What follows belongs to an exercise in optimizing a design on an open flow for small area and a short achievable clock period; a production flow would make more cautious choices. Only simulation tests tie the RTL to the original design; equivalence was not proved. Power is estimated from default activity; no workload was simulated.

==> trial 70: inputs <==
## top
module top(
    input  wire        clk,
    input  wire        rst,       
    output wire [31:0] pc,
    input  wire [31:0] inst,
    output wire        ram_we,
    output wire        ram_re,
    output wire [1:0]  ram_size,
    output wire [31:0] ram_addr,
    output wire [31:0] ram_wdata,
    input  wire [31:0] ram_rdata,
    output wire        ebreak
);
==> flow/config.mk <==
export PLATFORM = sky130hd
export DESIGN_NAME = top
export DESIGN_NICKNAME = top
export VERILOG_FILES = /design/flow/design.v
export SDC_FILE = /design/flow/constraint.sdc
export NUM_CORES = 4
export LEC_CHECK = 0
export CAP_MARGIN = 30
export CORE_MARGIN = 2
export CORE_UTILIZATION = 50
export CTS_BUF_LIST = sky130_fd_sc_hd__clkbuf_8
export CTS_CLUSTER_DIAMETER = 50
export CTS_CLUSTER_SIZE = 20
export SETUP_SLACK_MARGIN = 4
export SLEW_MARGIN = 20
export SYNTH_HIERARCHICAL = 1
export SYNTH_MINIMUM_KEEP_SIZE = 0
==> flow/constraint.sdc <==
create_clock -name core_clock -period 12.0 [get_ports {clk}]
set_input_delay 2.4000 -clock core_clock [delete_from_list [all_inputs] [get_ports {clk}]]
set_output_delay 2.4000 -clock core_clock [all_outputs]
set_load 0.01 [all_outputs]
standard.sh (not shown) runs the stock make flow with config.mk's settings and CLKGATE_MAP_FILE= SYNTH_SCRIPT=/design/flow/synth_recipe.tcl, a recipe that flattens the netlist after the stock synthesis.
==> flow/flow/run.sh <==
#!/bin/bash
# The standard layout, except that the port buffers inserted before global
# placement are the smallest buffer; timing repair resizes those that need it.
set -euo pipefail
export BUFFER_PORTS_ARGS="-buffer_cell sky130_fd_sc_hd__buf_1"
bash standard.sh > standard_flow.log 2>&1
==> trial 73 (differences from trial 70) <==
--- a/flow/design.v
+++ b/flow/design.v
@@ -32,11 +32,11 @@
                   ((~b6 & (b4 | ~b5)) | (b6 & b2) | (is_sys & (f3[0] | f3[1])));
     reg [31:0] pc_r;
     reg [31:0] mstatus, mepc, mcause, mtvec;
     assign pc = pc_r;
     wire [31:0] wb_data;
-    wire [31:0] wd = wb_data;    
+    wire [31:0] wd = rst ? wb_data : 32'd0;
     wire [511:0] rf_all;
     assign rf_all[31:0] = 32'd0;
     genvar gi;
     generate
         for (gi = 1; gi < 16; gi = gi + 1) begin : g_rf
@@ -60,19 +60,20 @@
     assign ram_wdata = rs2;
     assign ram_re    = is_load;
     assign ram_we    = is_store;
     assign ram_size  = f3[1:0];
     assign ebreak    = is_ebreak;
-    wire [31:0] a_sum, a_shr, a_p, a_g;
-    wire lt, ltu, eq, sltu_r;
-    alu u_alu(.a(rs1), .rs2(rs2), .inst(inst), .sum(a_sum), .shr(a_shr), .p(a_p), .g(a_g),
-              .lt(lt), .ltu(ltu), .sltu_r(sltu_r), .eq(eq));
+    wire [31:0] alu;
+    wire lt, ltu, eq;
+    alu u_alu(.a(rs1), .rs2(rs2), .inst(inst), .y(alu), .lt(lt), .ltu(ltu), .eq(eq));
     wire [11:0] csra = inst[31:20];
     wire sel_mstatus = csra == 12'h300;
     wire sel_mepc    = csra == 12'h341;
     wire sel_mcause  = csra == 12'h342;
     wire sel_mtvec   = csra == 12'h305;
+    wire [31:0] csr_rdata = ({32{sel_mstatus}} & mstatus) | ({32{sel_mepc}} & mepc) |
+                            ({32{sel_mcause}} & mcause) | ({32{sel_mtvec}} & mtvec);
     always @(posedge clk) begin
         if (~rst) begin
             mstatus <= 32'h1800;
             mepc    <= 32'h0;
             mcause  <= 32'h0;
@@ -99,19 +100,13 @@
         if (~rst) pc_r <= 32'h80000000;
         else      pc_r <= npc;
     wire [31:0] ld = {(f3[2] | f3[1]) ? ram_rdata[31:16] : {16{f3[0] ? ram_rdata[15] : ram_rdata[7]}},
                       (f3[2] | f3[1] | f3[0]) ? ram_rdata[15:8] : {8{ram_rdata[7]}},
                       ram_rdata[7:0]};
-    wire is_alu = ~b6 & b4 & ~b2;
-    wire [7:0] f3d = 8'd1 << f3;
-    wire is_csr = b6 & ~b2;
-    wire [14:0] wsel = {15{rst}} & {is_csr & sel_mtvec, is_csr & sel_mcause, is_csr & sel_mepc,
-                                    is_csr & sel_mstatus, ~b6 & ~b4, ~b6 & b4 & b2, b6 & b2,
-                                    {8{is_alu}} & f3d};
-    wb_sel u_wb(.sel(wsel), .sum(a_sum), .shr(a_shr), .p(a_p), .g(a_g), .lt(lt), .sltu_r(sltu_r),
-                .pc4(pc4), .pcadd(pcadd), .ld(ld), .mstatus(mstatus), .mepc(mepc),
-                .mcause(mcause), .mtvec(mtvec), .y(wb_data));
+    assign wb_data = b6 ? (b2 ? pc4 : csr_rdata) :
+                     ~b4 ? ld :
+                     b2 ? pcadd : alu;
 endmodule
 module rf_read_mux(
     input  wire [511:0] rf,
     input  wire [3:0]   sel,
     output wire [31:0]  q
@@ -147,28 +142,24 @@
 endmodule
 module alu(
     input  wire [31:0] a,
     input  wire [31:0] rs2,
     input  wire [31:0] inst,
-    output wire [31:0] sum,
-    output wire [31:0] shr,
-    output wire [31:0] p,
-    output wire [31:0] g,
+    output reg  [31:0] y,
     output wire        lt,
     output wire        ltu,
-    output wire        sltu_r,
     output wire        eq
 );
     wire [2:0] f3 = inst[14:12];
     wire is_op = inst[5];
     wire b6 = inst[6];
     wire [31:0] imm_i = {{20{inst[31]}}, inst[31:20]};
     wire [31:0] opb = is_op ? rs2 : imm_i;
     wire sub = b6 | (~f3[2] & f3[1]) | (is_op & inst[30] & ~f3[2] & ~f3[1] & ~f3[0]);
     wire [31:0] bx = opb ^ {32{sub}};
-    assign p = a ^ bx;
-    assign g = a & bx;
+    wire [31:0] p = a ^ bx;
+    wire [31:0] g = a & bx;
     wire [31:0] G [0:5];
     wire [31:0] P [0:5];
     assign G[0] = {g[31:1], g[0] | (p[0] & sub)};
     assign P[0] = p;
     genvar l, i;
@@ -185,58 +176,40 @@
                 end
             end
         end
     endgenerate
     wire [32:0] c = {G[5], sub};
-    assign sum = p ^ c[31:0];
+    wire [31:0] sum = p ^ c[31:0];
     assign ltu = ~c[32];
     assign lt  = (a[31] ^ opb[31]) ? a[31] : sum[31];
     assign eq  = &p;
-    assign sltu_r = ltu | (~is_op & eq & (inst[31:20] == 12'd0));
+    wire sltu_r = ltu | (~is_op & eq & (inst[31:20] == 12'd0));
     wire [4:0] shamt = opb[4:0];
-    wire [31:0] a_rev;
-    generate
-        for (i = 0; i < 32; i = i + 1) begin : g_rev
-            assign a_rev[i] = a[31-i];
+    wire [31:0] a_rev, shr_rev, shr;
+    genvar gi;
+    generate
+        for (gi = 0; gi < 32; gi = gi + 1) begin : g_rev
+            assign a_rev[gi]   = a[31-gi];
+            assign shr_rev[gi] = shr[31-gi];
         end
     endgenerate
     wire [31:0] shin = f3[2] ? a : a_rev;
     wire fill = f3[2] & inst[30] & a[31];
     wire [63:0] shx = {{32{fill}}, shin} >> shamt;
     assign shr = shx[31:0];
-endmodule
-module wb_sel(
-    input  wire [14:0] sel,
-    input  wire [31:0] sum,
-    input  wire [31:0] shr,
-    input  wire [31:0] p,
-    input  wire [31:0] g,
-    input  wire        lt,
-    input  wire        sltu_r,
-    input  wire [31:0] pc4,
-    input  wire [31:0] pcadd,
-    input  wire [31:0] ld,
-    input  wire [31:0] mstatus,
-    input  wire [31:0] mepc,
-    input  wire [31:0] mcause,
-    input  wire [31:0] mtvec,
-    output wire [31:0] y
-);
-    wire [31:0] shl;
-    genvar i;
-    generate
-        for (i = 0; i < 32; i = i + 1) begin : g_rev
-            assign shl[i] = shr[31-i];
-        end
-    endgenerate
-    assign y = ({32{sel[0]}} & sum) | ({32{sel[1]}} & shl) |
-               {31'd0, (sel[2] & lt) | (sel[3] & sltu_r)} |
-               ({32{sel[4]}} & p) | ({32{sel[5]}} & shr) |
-               ({32{sel[6]}} & (p | g)) | ({32{sel[7]}} & g) |
-               ({32{sel[8]}} & pc4) | ({32{sel[9]}} & pcadd) | ({32{sel[10]}} & ld) |
-               ({32{sel[11]}} & mstatus) | ({32{sel[12]}} & mepc) |
-               ({32{sel[13]}} & mcause) | ({32{sel[14]}} & mtvec);
+    always @(*) begin
+        case (f3)
+            3'b000: y = sum;
+            3'b001: y = shr_rev;
+            3'b010: y = {31'd0, lt};
+            3'b011: y = {31'd0, sltu_r};
+            3'b100: y = p;
+            3'b101: y = shr;
+            3'b110: y = p | g;
+            default: y = g;
+        endcase
+    end
 endmodule
 module agu_add(
     input  wire [31:0] a,
     input  wire [11:0] imm,
     output wire [31:0] s
@@ -245,14 +218,11 @@
     wire [11:0] p0 = a[11:0] ^ imm;
     wire [11:0] g1, p1, g2, p2, g3, p3, g4;
     genvar i;
     generate
         for (i = 0; i < 12; i = i + 1) begin : l1
-            if (i == 1) begin : z
-                assign g1[i] = g0[i] | ((p0[i] & a[0]) & imm[0]);
-                assign p1[i] = p0[i] & p0[i-1];
-            end else if (i >= 1) begin : x
+            if (i >= 1) begin : x
                 assign g1[i] = g0[i] | (p0[i] & g0[i-1]);
                 assign p1[i] = p0[i] & p0[i-1];
             end else begin : y
                 assign g1[i] = g0[i];
                 assign p1[i] = p0[i];
==> flow/run.sh (new file) <==
#!/bin/bash
# synth_recipe.tcl (not shown) runs the flow's synth.tcl, then flattens the netlist and writes it again
# the make line also repeats each setting of config.mk as NAME=value (left out here)
make -C /OpenROAD-flow-scripts/flow DESIGN_CONFIG=/design/flow/config.mk WORK_HOME=/design/flow/orfs CLKGATE_MAP_FILE= SYNTH_SCRIPT=/design/flow/synth_recipe.tcl finish
==> flow/config.mk (replaced) <==
export PLATFORM = sky130hd
export DESIGN_NAME = top
export DESIGN_NICKNAME = top
export VERILOG_FILES = /design/flow/design.v
export SDC_FILE = /design/flow/constraint.sdc
export NUM_CORES = 4
export LEC_CHECK = 0
export CAP_MARGIN = 30
export CORE_MARGIN = 2
export CORE_UTILIZATION = 60
export CTS_BUF_LIST = sky130_fd_sc_hd__clkbuf_8
export SETUP_SLACK_MARGIN = 4
export SLEW_MARGIN = 20
export SYNTH_HIERARCHICAL = 1
export SYNTH_MINIMUM_KEEP_SIZE = 0
removed: flow/flow/run.sh
removed: flow/standard.sh
==> comparison <==
- Synthesized cell count: trial 70 is smaller than trial 73 (9.6%).
- Against trial 70, the combinational power of trial 73 is larger by 14%.
- Against trial 73, the sequential share of layout area of trial 70 is higher by 1.9 points.
- Sequential cell count is the same in trial 73 and trial 70.
- Between trial 73 and trial 70, the lower critical path depth is in trial 70 (gap 2).
- In trial 70 the non-clock buffer count is lower than in trial 73, by 2.
- Of trial 70 and trial 73, trial 73 has the higher clock power (gap about 16%, measured against trial 73).
- Of trial 73 and trial 70, trial 73 has the higher global-route usage (gap 9.2 points).
- Between trial 73 and trial 70, the lower worst setup slack is in trial 73 (gap 0.021 ns).
==> figures <==
	trial 73	trial 70
Net Sw Power	0.002511 W	0.002363 W
Share of power burned in the clock network	0.282	0.260
Fraction of final layout cells sized beyond drive strength 1	0.1970	0.2046
Status	timing/DRC/antenna clean	timing/DRC/antenna clean
Total routed wirelength	173400 µm	163800 µm
WL met2	72390 µm	73070 µm
Die Span X	263.6 µm	284.2 µm
Clock tree cell share of total cell area	0.04422	0.03554
Destination of the worst hold path	mcause[12]$_SDFFE_PP0P_	mcause[18]$_SDFFE_PP0P_
Final net count	4253	3831
Die footprint	69490 µm²	80780 µm²
Number of antenna violations at the first check in global routing	14	5
Tot GR Track Use	0.4852	0.3933
Worst flop-to-flop path startpoint	g_rf[4].r[1]$_DFFE_PP_	g_rf[4].r[4]$_DFFE_PP_
Pin count of the biggest net entering global routing	67	69
R2R setup slack	6.05 ns	6.41 ns
Post-CTS setup repair buffer count	48	77
Critical path buffers and inverters	10	9
Post-route total power	0.006978 W	0.006380 W
Internal power	0.004467 W	0.004017 W

## separate check: timing with driven ports
In the flow no input, the clock included, has a driving cell. The finished layouts below were timed again as built, in two steps. Step 1 sets driving cells, clkbuf_16 on the clock port and buf_2 on the other inputs (assumed; they add their load-dependent delay and slew). Step 2 also shifts input and output timing later by t, the mid clock arrival at the registers, as if the neighbouring blocks saw the same clock. Slacks: no drivers / after step 1 / after step 2; pairs: no drivers / after step 1.
run	shift t [ns]	slack for setup (ns)	hold WS [ns]	slew at the worst register clock pin (ns)	cell pins on the clock port's net
trial 70	0.763	3.740 / 3.372 / 3.347	0.451 / 0.451 / 0.451	0.11 / 0.11	1
trial 73	0.805	3.719 / 3.302 / 3.070	0.458 / 0.458 / 0.458	0.07 / 0.07	1
After both steps every run listed still meets setup and hold. For trial 73, which loses most, drivers alone change the setup slack by -0.417 ns; drivers and shift together by -0.649 ns.
